This is an optimization exercise on Yosys and OpenROAD, whose aim is small area, not a production implementation.
Where RTL was checked, it was by simulation tests only, not by an equivalence proof against the original.
Power figures rest on the tool's default switching activity, not on a simulated workload.

## run A
==> flow/design.v (excerpt) <==
module pipeline(
    input clk,
    input rst,
    input [22:0] a,
    input [7:0] p,
    input [22:0] b,
    input [7:0] q,
    input m,
    output reg [7:0] final_exponent,
    output reg [22:0] normal_mantissa_sum
);
For scale: about 1000 cells after synthesis, ~0.0097 mm^2 of cells after synthesis.
==> module pipeline, before the edit <==
module pipeline(
    input clk,
    input rst,
    input [22:0] a,
    input [7:0] p,
    input [22:0] b,
    input [7:0] q,
    input m,
    output reg [7:0] final_exponent,
    output reg [22:0] normal_mantissa_sum
);
    genvar i;
    wire [22:0] orp;
    assign orp[0] = 1'b0;
    generate
        for (i = 1; i < 23; i = i + 1) begin : g_orp
            assign orp[i] = orp[i-1] | b[i-1];
        end
    endgenerate
    wire [22:0] bn = b ^ ({23{m}} & orp);
    wire [7:0] eh = ~(p ^ q);
    wire [7:0] eg = p & ~q;
    wire [8:0] c0, c1;
    assign c0[0] = 1'b0;
    assign c1[0] = 1'b1;
    generate
        for (i = 0; i < 8; i = i + 1) begin : g_exc
            assign c0[i+1] = eg[i] | (eh[i] & c0[i]);
            assign c1[i+1] = eg[i] | (eh[i] & c1[i]);
        end
    endgenerate
    wire       g  = c0[8];                        
    wire [7:0] d  = g ? (eh ^ c1[7:0]) : ~(eh ^ c0[7:0]);    
    wire       dz = |d[7:5];                      
    wire [4:0] ds = {d[4:3] | {2{dz}}, d[2:0]};   
    wire [7:0] e  = g ? p : q;
    wire [22:0] mx = g ? a : bn;
    wire [22:0] mn = g ? bn : a;
    reg [7:0]  e0;
    reg [22:0] m0n;
    reg [22:0] n0n;
    reg [4:0]  d0;
    always @(posedge clk) begin
        e0  <= e;
        m0n <= ~mx;
        n0n <= ~mn;
        d0  <= ds;
    end
    wire [23:0] a0 = {1'b1, ~n0n};
    wire [23:0] a1 = d0[0] ? {1'b0, a0[23:1]}  : a0;
    wire [23:0] a2 = d0[1] ? {2'b0, a1[23:2]}  : a1;
    wire [23:0] a4 = d0[2] ? {4'b0, a2[23:4]}  : a2;
    wire [23:0] a8 = d0[3] ? {8'b0, a4[23:8]}  : a4;
    wire [23:0] sh = d0[4] ? {16'b0, a8[23:16]} : a8;
    reg [7:0]  e1;
    reg [22:0] m1n;
    reg [23:0] s1;
    always @(posedge clk) begin
        e1  <= e0;
        m1n <= m0n;
        s1  <= sh;
    end
    reg r1, r2, r3, r4;
    always @(posedge clk) begin
        r1 <= rst;
        r2 <= r1;
        r3 <= r2;
        r4 <= r3;
    end
    wire [23:0] sum;
    wire co;
    bk_add24 add(.x({1'b1, ~m1n}), .y(s1 ^ {24{m}}), .ci(m), .s(sum), .co(co));
    wire c2n = (rst | r1) ? 1'b0 : (r2 ? ~m : co ^ m);
    reg        c2;
    reg [23:0] r2v;
    reg [7:0]  e2;
    always @(posedge clk) begin
        c2  <= c2n;
        r2v <= sum;
        e2  <= e1;
    end
    wire z16 = ~|r2v[23:8];
    wire k16 = ~c2 & z16;
    wire [23:0] t16 = k16 ? {r2v[7:0], 16'd0} : r2v;
    wire z8 = ~|t16[23:16];
    wire k8 = ~c2 & z8;
    wire [23:0] t8 = k8 ? {t16[15:0], 8'd0} : t16;
    wire z4 = ~|t8[23:20];
    wire k4 = ~c2 & z4;
    wire [23:0] t4 = k4 ? {t8[19:0], 4'd0} : t8;
    wire z2 = ~|t4[23:22];
    wire k2 = ~c2 & z2;
    wire [23:0] t2 = k2 ? {t4[21:0], 2'd0} : t4;
    wire k1 = c2 | ~t2[23];
    wire [22:0] t1 = k1 ? {t2[21:0], 1'b0} : t2[22:0];
    wire zz = k16 & k8;                           
    wire [4:0] n = {k16, k8, k4 & ~zz, k2 & ~zz, k1 & ~zz};
    wire z2r = r1 | r2 | r3;
    reg [7:0]  e3;
    reg [4:0]  n3;
    reg [22:0] m3n;                               
    always @(posedge clk) begin
        e3  <= z2r ? 8'd0 : e2;
        n3  <= (z2r & ~c2) ? 5'd24 : n;
        m3n <= ~t1;
    end
    wire [7:0] fy = {3'd0, n3} ^ {8{~c2}};
    wire [8:0] fc;
    assign fc[0] = ~c2;
    generate
        for (i = 0; i < 8; i = i + 1) begin : g_fe
            assign fc[i+1] = (e3[i] & fy[i]) | ((e3[i] ^ fy[i]) & fc[i]);
        end
    endgenerate
    wire [7:0] fe = e3 ^ fy ^ fc[7:0];
    always @(posedge clk) begin
        final_exponent <= (rst | r1) ? 8'd0 : fe;
        normal_mantissa_sum <= ~(m3n | {23{rst | r1 | r2 | r3 | r4}});
    end
endmodule
Settings: LEC_CHECK=0, CAP_MARGIN=20, CORE_MARGIN=2, CORE_UTILIZATION=40, GPL_TIMING_DRIVEN=0, SLEW_MARGIN=20; clock period 4.0 ns.
standard.sh (not shown) runs the stock make flow with config.mk's settings and CLKGATE_MAP_FILE= SYNTH_SCRIPT=/design/flow/synth_recipe.tcl, a recipe that flattens the netlist after the stock synthesis.
==> flow/flow/run.sh <==
#!/bin/bash
set -euo pipefail
bash standard.sh \
  "BUFFER_PORTS_ARGS=-buffer_cell sky130_fd_sc_hd__buf_1" \
  "CTS_ARGS=-sink_clustering_enable -repair_clock_nets -sink_clustering_size 30 -sink_clustering_max_diameter 80 -buf_list sky130_fd_sc_hd__clkbuf_16 -dont_use_dummy_load" \
  finish > standard_flow.log 2>&1
What run B does differently from run A at the input level:
--- a/flow/design.v
+++ b/flow/design.v
@@ -31,48 +31,50 @@
     endgenerate
     wire       g  = c0[8];                        
     wire [7:0] d  = g ? (eh ^ c1[7:0]) : ~(eh ^ c0[7:0]);    
     wire       dz = |d[7:5];                      
     wire [4:0] ds = {d[4:3] | {2{dz}}, d[2:0]};   
     wire [7:0] e  = g ? p : q;
-    wire [22:0] mx = g ? a : bn;
-    wire [22:0] mn = g ? bn : a;
     reg [7:0]  e0;
-    reg [22:0] m0n;
-    reg [22:0] n0n;
+    reg [22:0] a0;
+    reg [22:0] b0;
+    reg        g0;
     reg [4:0]  d0;
     always @(posedge clk) begin
-        e0  <= e;
-        m0n <= ~mx;
-        n0n <= ~mn;
-        d0  <= ds;
-    end
-    wire [23:0] a0 = {1'b1, ~n0n};
-    wire [23:0] a1 = d0[0] ? {1'b0, a0[23:1]}  : a0;
+        e0 <= e;
+        a0 <= a;
+        b0 <= bn;
+        g0 <= g;
+        d0 <= ds;
+    end
+    wire [22:0] mx = g0 ? a0 : b0;
+    wire [22:0] mn = g0 ? b0 : a0;
+    wire [23:0] x0 = {1'b1, mn};
+    wire [23:0] a1 = d0[0] ? {1'b0, x0[23:1]}  : x0;
     wire [23:0] a2 = d0[1] ? {2'b0, a1[23:2]}  : a1;
     wire [23:0] a4 = d0[2] ? {4'b0, a2[23:4]}  : a2;
     wire [23:0] a8 = d0[3] ? {8'b0, a4[23:8]}  : a4;
     wire [23:0] sh = d0[4] ? {16'b0, a8[23:16]} : a8;
     reg [7:0]  e1;
-    reg [22:0] m1n;
+    reg [22:0] m1;
     reg [23:0] s1;
     always @(posedge clk) begin
-        e1  <= e0;
-        m1n <= m0n;
-        s1  <= sh;
+        e1 <= e0;
+        m1 <= mx;
+        s1 <= sh;
     end
     reg r1, r2, r3, r4;
     always @(posedge clk) begin
         r1 <= rst;
         r2 <= r1;
         r3 <= r2;
         r4 <= r3;
     end
     wire [23:0] sum;
     wire co;
-    bk_add24 add(.x({1'b1, ~m1n}), .y(s1 ^ {24{m}}), .ci(m), .s(sum), .co(co));
+    bk_add24 add(.x({1'b1, m1}), .y(s1 ^ {24{m}}), .ci(m), .s(sum), .co(co));
     wire c2n = (rst | r1) ? 1'b0 : (r2 ? ~m : co ^ m);
     reg        c2;
     reg [23:0] r2v;
     reg [7:0]  e2;
     always @(posedge clk) begin
         c2  <= c2n;
@@ -95,30 +97,30 @@
     wire [22:0] t1 = k1 ? {t2[21:0], 1'b0} : t2[22:0];
     wire zz = k16 & k8;                           
     wire [4:0] n = {k16, k8, k4 & ~zz, k2 & ~zz, k1 & ~zz};
     wire z2r = r1 | r2 | r3;
     reg [7:0]  e3;
     reg [4:0]  n3;
-    reg [22:0] m3n;                               
-    always @(posedge clk) begin
-        e3  <= z2r ? 8'd0 : e2;
-        n3  <= (z2r & ~c2) ? 5'd24 : n;
-        m3n <= ~t1;
+    reg [22:0] m3;
+    always @(posedge clk) begin
+        e3 <= z2r ? 8'd0 : e2;
+        n3 <= (z2r & ~c2) ? 5'd24 : n;
+        m3 <= t1;
     end
     wire [7:0] fy = {3'd0, n3} ^ {8{~c2}};
     wire [8:0] fc;
     assign fc[0] = ~c2;
     generate
         for (i = 0; i < 8; i = i + 1) begin : g_fe
             assign fc[i+1] = (e3[i] & fy[i]) | ((e3[i] ^ fy[i]) & fc[i]);
         end
     endgenerate
     wire [7:0] fe = e3 ^ fy ^ fc[7:0];
     always @(posedge clk) begin
         final_exponent <= (rst | r1) ? 8'd0 : fe;
-        normal_mantissa_sum <= ~(m3n | {23{rst | r1 | r2 | r3 | r4}});
+        normal_mantissa_sum <= (rst | r1 | r2 | r3 | r4) ? 23'd0 : m3;
     end
 endmodule
 module bk_add24(input [23:0] x, input [23:0] y, input ci, output [23:0] s, output co);
     wire [23:0] hp = x ^ y;
     wire [23:0] hg = x & y;
     wire g_1 = hg[0] | (hp[0] & ci);
Results
Run A → run B: count of endpoints failing setup in the final report barely changed, die footprint climbed 3.3%, switching share of power climbed 0.21 points.
Taking run B over run A, the global-route wire length before repair ratio works out to 1.06.
Comparing run A and run B, the lower cell area is on run A.
Number of cells on the critical path (lower): run B
Compared with run A, run B supports a higher clock frequency.
In terms of clock network area share, run B and run A differ only marginally.
Register bit total from synthesis sits higher in run B than in run A.
Run B has ratio of cells with drive above 1 in the final layout above what run A had.
On fraction of met3 tracks used by global routing, run A and run B are neck and neck.
Against run A, run B comes in 1 higher on iteration count of the initial detailed-routing pass.
Of the two values seen for combinational family with the most area after synthesis, simple AND/OR/NAND/NOR gates was produced by run A and multiplexers by run B.
Only the layout flow was run in run B; the RTL was not checked for function there.

---

pipeline, a different RTL version from the one above (not shown whole).
For scale: ~950 cells after synthesis, about 230 flip-flops.
==> module pipeline, before the edit <==
module pipeline(
    input clk,
    input rst,
    input [22:0] a,
    input [7:0] p,
    input [22:0] b,
    input [7:0] q,
    input m,
    output reg [7:0] final_exponent,
    output reg [22:0] normal_mantissa_sum
);
    genvar i;
    wire [22:0] orp;
    assign orp[0] = 1'b0;
    generate
        for (i = 1; i < 23; i = i + 1) begin : g_orp
            assign orp[i] = orp[i-1] | b[i-1];
        end
    endgenerate
    wire [22:0] bn = b ^ ({23{m}} & orp);
    wire [7:0] eh = ~(p ^ q);
    wire [7:0] eg = p & ~q;
    wire [8:0] c0;
    assign c0[0] = 1'b0;
    generate
        for (i = 0; i < 8; i = i + 1) begin : g_exc
            assign c0[i+1] = eg[i] | (eh[i] & c0[i]);
        end
    endgenerate
    wire       g  = c0[8];                        
    wire [7:0] t0 = eh ^ c0[7:0];
    wire [7:0] ta;                                
    assign ta[0] = 1'b1;
    generate
        for (i = 1; i < 8; i = i + 1) begin : g_inc
            assign ta[i] = ta[i-1] & t0[i-1];
        end
    endgenerate
    wire [7:0] d  = ~(t0 ^ ({8{g}} & ~ta));       
    wire       dz = |d[7:5];                      
    wire [4:0] ds = {d[4:3] | {2{dz}}, d[2:0]};   
    wire [7:0] e  = g ? p : q;
    reg [7:0]  e0;
    reg [22:0] a0;
    reg [22:0] b0;
    reg        g0, g0n;
    reg [4:0]  d0, d0n;
    always @(posedge clk) begin
        e0  <= e;
        a0  <= a;
        b0  <= bn;
        g0  <= g;
        g0n <= ~g;
        d0  <= ds;
        d0n <= ~ds;
    end
    wire [22:0] m1d = ~((a0 | {23{g0n}}) & (b0 | {23{g0}}));
    wire [23:0] v0  = {1'b0, ~((b0 | {23{g0n}}) & (a0 | {23{g0}}))};
    wire [23:0] v1 = {~(v0[23] | d0[0]),
                      ~((v0[22:0] | {23{d0[0]}}) & (v0[23:1] | {23{d0n[0]}}))};
    wire [23:0] v2 = {~(v1[23:22] & {2{d0n[1]}}),
                      ~((v1[21:0] | {22{d0[1]}}) & (v1[23:2] | {22{d0n[1]}}))};
    wire [23:0] v4 = {~(v2[23:20] | {4{d0[2]}}),
                      ~((v2[19:0] | {20{d0[2]}}) & (v2[23:4] | {20{d0n[2]}}))};
    wire [23:0] v8 = {~(v4[23:16] & {8{d0n[3]}}),
                      ~((v4[15:0] | {16{d0[3]}}) & (v4[23:8] | {16{d0n[3]}}))};
    wire [23:0] sh = {~(v8[23:8] | {16{d0[4]}}),
                      ~((v8[7:0] | {8{d0[4]}}) & (v8[23:16] | {8{d0n[4]}}))};
    reg [7:0]  e1;
    reg [22:0] m1n;
    reg [23:0] s1;
    always @(posedge clk) begin
        e1  <= e0;
        m1n <= m1d;
        s1  <= sh;
    end
    reg r1, r2, r3, r4;
    always @(posedge clk) begin
        r1 <= rst;
        r2 <= r1;
        r3 <= r2;
        r4 <= r3;
    end
    wire [23:0] tsum;
    wire tco;
    bk_add24 add(.x({1'b0, m1n}), .y(s1 ^ {24{~m}}), .ci(~m), .s(tsum), .co(tco));
    wire [23:0] sum = ~tsum;
    wire co_m = ~(m ^ tco);                       
    wire c2n = (rst | r1) ? 1'b0 : (r2 ? ~m : co_m);
    reg        c2;
    reg [23:0] r2v;
    reg [7:0]  e2;
    always @(posedge clk) begin
        c2  <= c2n;
        r2v <= sum;
        e2  <= e1;
    end
    wire z16 = ~|r2v[23:8];
    wire k16 = ~c2 & z16;
    wire [23:0] t16 = k16 ? {r2v[7:0], 16'd0} : r2v;
    wire z8 = ~|t16[23:16];
    wire k8 = ~c2 & z8;
    wire [23:0] t8 = k8 ? {t16[15:0], 8'd0} : t16;
    wire z4 = ~|t8[23:20];
    wire k4 = ~c2 & z4;
    wire [1:0] t4h = k4 ? t8[19:18] : t8[23:22];   
    wire t4l = k4 ? t8[17] : t8[21];
    wire z2 = ~|t4h;
    wire k2 = ~c2 & z2;
    wire t2h = k2 ? t4l : t4h[1];                  
    wire k1 = c2 | ~t2h;
    wire zz = k16 & k8;                           
    wire [4:0] n = {k16, k8, k4 & ~zz, k2 & ~zz, k1 & ~zz};
    wire z2r = r1 | r2 | r3;
    reg [7:0]  e3n;                               
    reg [4:0]  n3;
    reg [2:0]  n3n;                               
    reg [23:0] t3;                                
    always @(posedge clk) begin
        e3n <= z2r ? 8'hff : ~e2;
        n3  <= (z2r & ~c2) ? 5'd24 : n;
        n3n <= ~n[2:0];
        t3  <= t8;
    end
    wire [7:0] fy = {3'd0, n3} ^ {8{c2}};
    wire [8:0] fc;
    assign fc[0] = c2;
    generate
        for (i = 0; i < 8; i = i + 1) begin : g_fe
            assign fc[i+1] = (e3n[i] & fy[i]) | ((e3n[i] ^ fy[i]) & fc[i]);
        end
    endgenerate
    wire [7:0] fen = e3n ^ fy ^ fc[7:0];           
    wire [22:0] u4 = ~((t3[22:0] | {23{n3[2]}}) & ({t3[18:0], 4'h0} | {23{n3n[2]}}));   
    wire [22:0] u2 = ~((u4 | {23{n3[1]}}) & ({u4[20:0], 2'b11} | {23{n3n[1]}}));        
    wire [22:0] u1 = ~((u2 | {23{n3[0]}}) & ({u2[21:0], 1'b0} | {23{n3n[0]}}));         
    always @(posedge clk) begin
        final_exponent <= ~(fen | {8{rst | r1}});
        normal_mantissa_sum <= ~(u1 | {23{rst | r1 | r2 | r3 | r4}});
    end
endmodule
clock: 4.0 ns
lec_check: 0
cap_margin: 20
core_margin: 2
core_utilization: 40
gpl_timing_driven: 0
slew_margin: 20
==> flow/flow/run.sh <==
#!/bin/bash
set -euo pipefail
bash standard.sh \
  "BUFFER_PORTS_ARGS=-buffer_cell sky130_fd_sc_hd__buf_1" \
  "CTS_ARGS=-sink_clustering_enable -repair_clock_nets -sink_clustering_size 32 -sink_clustering_max_diameter 150 -buf_list sky130_fd_sc_hd__clkbuf_16 -dont_use_dummy_load" \
  finish > standard_flow.log 2>&1
Change:
--- a/flow/design.v
+++ b/flow/design.v
@@ -74,12 +74,11 @@
         m1n <= m1d;
         s1  <= sh;
     end
-    reg r1, r2, r3, r4;
+    reg r1, r2, r3;
     always @(posedge clk) begin
         r1 <= rst;
         r2 <= r1;
         r3 <= r2;
-        r4 <= r3;
     end
     wire [23:0] tsum;
     wire tco;
@@ -95,12 +94,13 @@
         r2v <= sum;
         e2  <= e1;
     end
+    wire z2r = r1 | r2 | r3;
     wire z16 = ~|r2v[23:8];
     wire k16 = ~c2 & z16;
-    wire [23:0] t16 = k16 ? {r2v[7:0], 16'd0} : r2v;
+    wire [23:0] t16 = (k16 | z2r) ? {r2v[7:0], 16'd0} : r2v;
     wire z8 = ~|t16[23:16];
     wire k8 = ~c2 & z8;
-    wire [23:0] t8 = k8 ? {t16[15:0], 8'd0} : t16;
+    wire [23:0] t8 = (k8 | z2r) ? {t16[15:0], 8'd0} : t16;
     wire z4 = ~|t8[23:20];
     wire k4 = ~c2 & z4;
     wire [1:0] t4h = k4 ? t8[19:18] : t8[23:22];   
@@ -111,16 +111,15 @@
     wire k1 = c2 | ~t2h;
     wire zz = k16 & k8;                           
     wire [4:0] n = {k16, k8, k4 & ~zz, k2 & ~zz, k1 & ~zz};
-    wire z2r = r1 | r2 | r3;
     reg [7:0]  e3n;                               
     reg [4:0]  n3;
     reg [2:0]  n3n;                               
-    reg [23:0] t3;                                
+    reg [22:0] t3n;                               
     always @(posedge clk) begin
         e3n <= z2r ? 8'hff : ~e2;
         n3  <= (z2r & ~c2) ? 5'd24 : n;
         n3n <= ~n[2:0];
-        t3  <= t8;
+        t3n <= ~t8[22:0];
     end
     wire [7:0] fy = {3'd0, n3} ^ {8{c2}};
     wire [8:0] fc;
@@ -131,12 +130,15 @@
         end
     endgenerate
     wire [7:0] fen = e3n ^ fy ^ fc[7:0];           
-    wire [22:0] u4 = ~((t3[22:0] | {23{n3[2]}}) & ({t3[18:0], 4'h0} | {23{n3n[2]}}));   
-    wire [22:0] u2 = ~((u4 | {23{n3[1]}}) & ({u4[20:0], 2'b11} | {23{n3n[1]}}));        
-    wire [22:0] u1 = ~((u2 | {23{n3[0]}}) & ({u2[21:0], 1'b0} | {23{n3n[0]}}));         
+    wire zo = rst | r1;
+    wire s1e  = n3[0] | zo;
+    wire s1en = n3n[0] | zo;
+    wire [22:0] u4 = ~((t3n | {23{n3[2]}}) & ({t3n[18:0], 4'hf} | {23{n3n[2]}}));   
+    wire [22:0] u2 = ~((u4 | {23{n3[1]}}) & ({u4[20:0], 2'b00} | {23{n3n[1]}}));     
+    wire [22:0] u1 = ~((u2 | {23{s1e}}) & ({u2[21:0], 1'b1} | {23{s1en}}));          
     always @(posedge clk) begin
         final_exponent <= ~(fen | {8{rst | r1}});
-        normal_mantissa_sum <= ~(u1 | {23{rst | r1 | r2 | r3 | r4}});
+        normal_mantissa_sum <= u1;
     end
 endmodule
 module bk_add24(input [23:0] x, input [23:0] y, input ci, output [23:0] s, output co);
=> Sequential share of layout area fell by 0.28 points; global-route usage fell by 0.62 points; core utilization barely changes; clock skew is about the same; total power fell by a little under a tenth; synthesized cell count grows slightly; design area stays flat; non-clock buffer count is lower by 1.
For the second run of this note, only the layout was checked, not whether the RTL still works.

-- afterwards: timing with drivers on the ports --
In the flow no input, the clock included, has a driving cell. The finished layouts below were timed again as built, in two steps.
Step 1 (the two cells are an assumption about what drives the block):
set clk [get_ports {clk}]
set_driving_cell -lib_cell sky130_fd_sc_hd__clkbuf_16 $clk
set_driving_cell -lib_cell sky130_fd_sc_hd__buf_2 [delete_from_list [all_inputs] $clk]
Step 2 adds t to the input delays and takes it off the output delays; t is the mean of the earliest and latest rising clock arrival at the registers after step 1. Input paths then give back, and output paths get back, about the clock's delay inside the block.
Three values: ideal ports, drivers, drivers and shift; two values: the first two.
run | t, ns | slack for setup (ns) | worst slew at a driven data input, ns
run A | 0.508 | 0.120 / 0.139 / -0.369 | 0.04
run B | 0.508 | 0.182 / 0.200 / -0.299 | 0.04
the first run of note 2 | 0.493 | 0.163 / 0.192 / -0.301 | 0.05
the second run of note 2 | 0.484 | 0.147 / 0.166 / -0.318 | 0.04
With both steps, setup timing fails in every run listed, where it was met with ideal ports. For run A, which loses most, drivers alone change the setup slack by +0.019 ns; drivers and shift together by -0.489 ns.
